Background: an optimization exercise with open tools, aiming at small area. Do not read the settings as production practice. Only simulation tests tie the RTL to the original design; equivalence was not proved. Power and IR drop assume default switching activity.

// musicbox
module musicbox(clk, rst, buzz);
  input clk;
  wire clk;
  input rst;
  wire rst;
  output buzz;
  reg buzz;
  wire _000_;
  wire _001_;
  wire _002_;
  wire _003_;
  wire _004_;
  wire _005_;
  wire _006_;
  wire _007_;
  wire _008_;
  wire _009_;
  wire _010_;
  wire _011_;
  wire _012_;
  wire _013_;
  wire _014_;
  wire _015_;
  wire _016_;
  wire _017_;
  wire _018_;
  wire _019_;
  wire _020_;
  wire _021_;
  wire _022_;
  wire _023_;
  wire _024_;
  wire _025_;
  wire _026_;
  wire _027_;
  wire _028_;
  wire _029_;
  wire _030_;
  wire _031_;
  wire _032_;
  wire _033_;
  wire _034_;
  wire _035_;
  wire _036_;
  wire _037_;
  wire _038_;
  wire _039_;
  wire _040_;
  wire _041_;
  wire _042_;
  wire _043_;
  wire _044_;
  wire _045_;
  wire _046_;
  wire _047_;
  wire _048_;
  wire _049_;
  wire _050_;
  wire _051_;
  wire _052_;
  wire _053_;
  wire _054_;
  wire _055_;
  wire _056_;
  wire _057_;
  wire _058_;
  wire _059_;
  wire _060_;
  wire _061_;
  wire _062_;
  wire _063_;
  wire _064_;
  wire _065_;
  wire _066_;
  wire _067_;
  wire _068_;
  wire _069_;
  wire _070_;
  wire _071_;
  wire _072_;
  wire _073_;
  wire _074_;
  wire _075_;
  wire _076_;
  wire _077_;
  wire _078_;
  wire _079_;
  wire _080_;
  wire _081_;
  wire _082_;
  wire _083_;
  wire _084_;
  wire _085_;
  ...
Settings: LEC_CHECK=0, ABC_AREA=1, CAP_MARGIN=20, CORE_MARGIN=2, CORE_UTILIZATION=60, CTS_BUF_LIST=sky130_fd_sc_hd__clkbuf_8, CTS_CLUSTER_DIAMETER=100, CTS_CLUSTER_SIZE=50, SLEW_MARGIN=20; clock period 100.0 ns.
standard.sh (not shown) runs the stock make flow with config.mk's settings and CLKGATE_MAP_FILE= SYNTH_SCRIPT=/design/flow/synth_recipe.tcl, a recipe that flattens the netlist after the stock synthesis.
==> flow/flow/run.sh <==
#!/bin/bash
# Own layout flow: the standard synthesis, then the combinational logic between the
# standard synthesis's registers is re-mapped with a stronger ABC area script (registers,
# their names and cell types are kept as the standard synthesis made them), then the standard flow's
# standard layout from floorplan to finish.
set -euo pipefail
HERE=$(pwd)
YOSYS=${YOSYS_EXE:-/OpenROAD-flow-scripts/tools/install/yosys/bin/yosys}
LIB=$FLOW_HOME/platforms/sky130hd/lib/sky130_fd_sc_hd__tt_025C_1v80.lib
R=$HERE/orfs/results/sky130hd/musicbox/base

bash standard.sh synth > $HERE/flow_synth.log 2>&1
cp $R/1_2_yosys.v $HERE/std_synth.v

DU=""
for c in $(grep -o 'sky130_fd_sc_hd__\(probe\|lpflow\)[a-z0-9_]*' $FLOW_HOME/platforms/sky130hd/config.mk | sort -u); do DU="$DU -dont_use $c"; done
SEQ=$(echo $(grep -o 'sky130_fd_sc_hd__[a-z0-9_]*' $HERE/std_synth.v | sort -u | grep -E '__(df|edf|sdf|dl|sedf|conb)' || true))
cat > $HERE/resynth.abc <<EOS
strash; dc2; &get -n; &deepsyn -T ${RESYN_T:-60} -S 1; &put; strash; dch -f; map -a; topo
EOS
cat > $HERE/resynth.ys <<EOS
read_liberty -ignore_miss_func $LIB
read_verilog $HERE/std_synth.v
hierarchy -top musicbox
setattr -mod -set keep_hierarchy 1 $SEQ
flatten
opt_clean
abc -liberty $LIB $DU -script $HERE/resynth.abc
opt_clean -purge
rename -hide w:*.*
stat -liberty $LIB
select musicbox
write_verilog -noattr -noexpr -selected $HERE/resynth.v
EOS
$YOSYS -s $HERE/resynth.ys > $HERE/flow_resynth.log 2>&1
cp $HERE/resynth.v $R/1_2_yosys.v
rm -f $R/1_synth.odb $R/1_synth.sdc
bash standard.sh finish > $HERE/flow_finish.log 2>&1
The first run ran to the end with no violations.
Rerun with:
==> flow/flow/run.sh (replaced) <==
#!/bin/bash
cp standard.sh synth_recipe.tcl config.mk out/ 2>/dev/null
bash standard.sh > standard.log 2>&1
- CTS_BUF_LIST: sky130_fd_sc_hd__clkbuf_8 -> not set
- CTS_CLUSTER_DIAMETER: 100 -> not set
- CTS_CLUSTER_SIZE: 50 -> not set
=> Power shrinks by 14%. Count of clock-buffer cells in the layout stays the same. Routed wire length shrinks by about 7.5%. Sequential power grows by about 3%. Worst hold slack stays flat. Register-to-register slack gets better by 1200 ps.
Rerun with:
==> flow/flow/run.sh (replaced) <==
#!/bin/bash
# Own layout flow: the standard synthesis, then the combinational logic between the
# standard synthesis's registers is re-mapped with a stronger ABC area script (registers,
# their names and cell types are kept as the standard synthesis made them), then the standard flow's
# standard layout from floorplan to finish.
set -euo pipefail
HERE=$(pwd)
YOSYS=${YOSYS_EXE:-/OpenROAD-flow-scripts/tools/install/yosys/bin/yosys}
LIB=$FLOW_HOME/platforms/sky130hd/lib/sky130_fd_sc_hd__tt_025C_1v80.lib
R=$HERE/orfs/results/sky130hd/musicbox/base

bash standard.sh synth > $HERE/flow_synth.log 2>&1
cp $R/1_2_yosys.v $HERE/std_synth.v

DU=""
for c in $(grep -o 'sky130_fd_sc_hd__\(probe\|lpflow\)[a-z0-9_]*' $FLOW_HOME/platforms/sky130hd/config.mk | sort -u); do DU="$DU -dont_use $c"; done
SEQ=$(echo $(grep -o 'sky130_fd_sc_hd__[a-z0-9_]*' $HERE/std_synth.v | sort -u | grep -E '__(df|edf|sdf|dl|sedf|conb)' || true))
cat > $HERE/resynth.abc <<EOS
strash; dc2; &get -n; &deepsyn -T ${RESYN_T:-60} -S 1; &put; strash; dch -f; map -a; topo
EOS
cat > $HERE/resynth.ys <<EOS
read_liberty -ignore_miss_func $LIB
read_verilog $HERE/std_synth.v
hierarchy -top musicbox
setattr -mod -set keep_hierarchy 1 $SEQ
flatten
opt_clean
abc -liberty $LIB $DU -script $HERE/resynth.abc
opt_clean -purge
rename -hide w:*.*
stat -liberty $LIB
select musicbox
write_verilog -noattr -noexpr -selected $HERE/resynth.v
EOS
$YOSYS -s $HERE/resynth.ys > $HERE/flow_resynth.log 2>&1
cp $HERE/resynth.v $R/1_2_yosys.v
rm -f $R/1_synth.odb $R/1_synth.sdc
if [[ -f $HERE/flow/cts_args.txt ]]; then
  bash standard.sh "CTS_ARGS=$(cat $HERE/flow/cts_args.txt)" finish > $HERE/flow_finish.log 2>&1
else
  bash standard.sh finish > $HERE/flow_finish.log 2>&1
fi
==> flow/flow/cts_args.txt (new file) <==
-repair_clock_nets -dont_use_dummy_load -buf_list sky130_fd_sc_hd__clkbuf_4 -root_buf sky130_fd_sc_hd__clkbuf_4 -sink_clustering_enable -sink_clustering_size 12 -sink_clustering_max_diameter 100
What happened: Final area goes down by about 10%; utilization went up by 0.93 points; clock-buffer cell count drops by 1; wire length came out lower by about 3%; via count decreases by about 2.5%; global-route usage rises by 2.7 points; synthesized area went down by about 11%.
Rerun with:
--- a/flow/flow/run.sh
+++ b/flow/flow/run.sh
@@ -37,6 +37,2 @@
 rm -f $R/1_synth.odb $R/1_synth.sdc
-if [[ -f $HERE/flow/cts_args.txt ]]; then
-  bash standard.sh "CTS_ARGS=$(cat $HERE/flow/cts_args.txt)" finish > $HERE/flow_finish.log 2>&1
-else
-  bash standard.sh finish > $HERE/flow_finish.log 2>&1
-fi
+bash standard.sh finish > $HERE/flow_finish.log 2>&1
removed: flow/flow/cts_args.txt
The new run produced a clean layout.
Synthesized area does not change.
Cell count went up by 0.96%.
First-iteration DRC count is higher by 22%.
Hold slack stays flat.
Die area is unchanged.
Global-route usage is unchanged.
Sequential share of layout area decreases by 0.79 points.
Maximum frequency stays flat.
Routed wire length rises by 0.57%.

[separate check: timing with driven ports]
No port has a modelled driver above. Below, the same layouts with a new extraction and two added sets of constraints. Step 1, drivers: a clkbuf_16 drives clk and a buf_2 each remaining input, both assumed. Step 2, shift: input delay + t, output delay - t, t = (earliest + latest rising clock arrival at the registers) / 2. This alone moves slack from input paths to output paths. Three values: no drivers, after step 1, after step 2; two values: the first two.
run	t (ns)	slack for setup (ns)	worst register clock-pin slew, ns	worst data-port slew with drivers (ns)	cell pins on the clock port's net
the first run	0.310	78.596 / 78.601 / 78.291	0.07 / 0.07	0.03	1
the second run	0.352	78.784 / 78.770 / 78.434	0.10 / 0.10	0.03	1
the third run	0.351	78.678 / 78.677 / 78.327	0.10 / 0.10	0.03	1
the fourth run	0.354	78.695 / 78.697 / 78.343	0.10 / 0.10	0.03	1
After both steps every run listed still meets setup and hold. The setup slack of the fourth run, which loses most, moves by +0.002 ns with the drivers and by -0.352 ns with both steps.
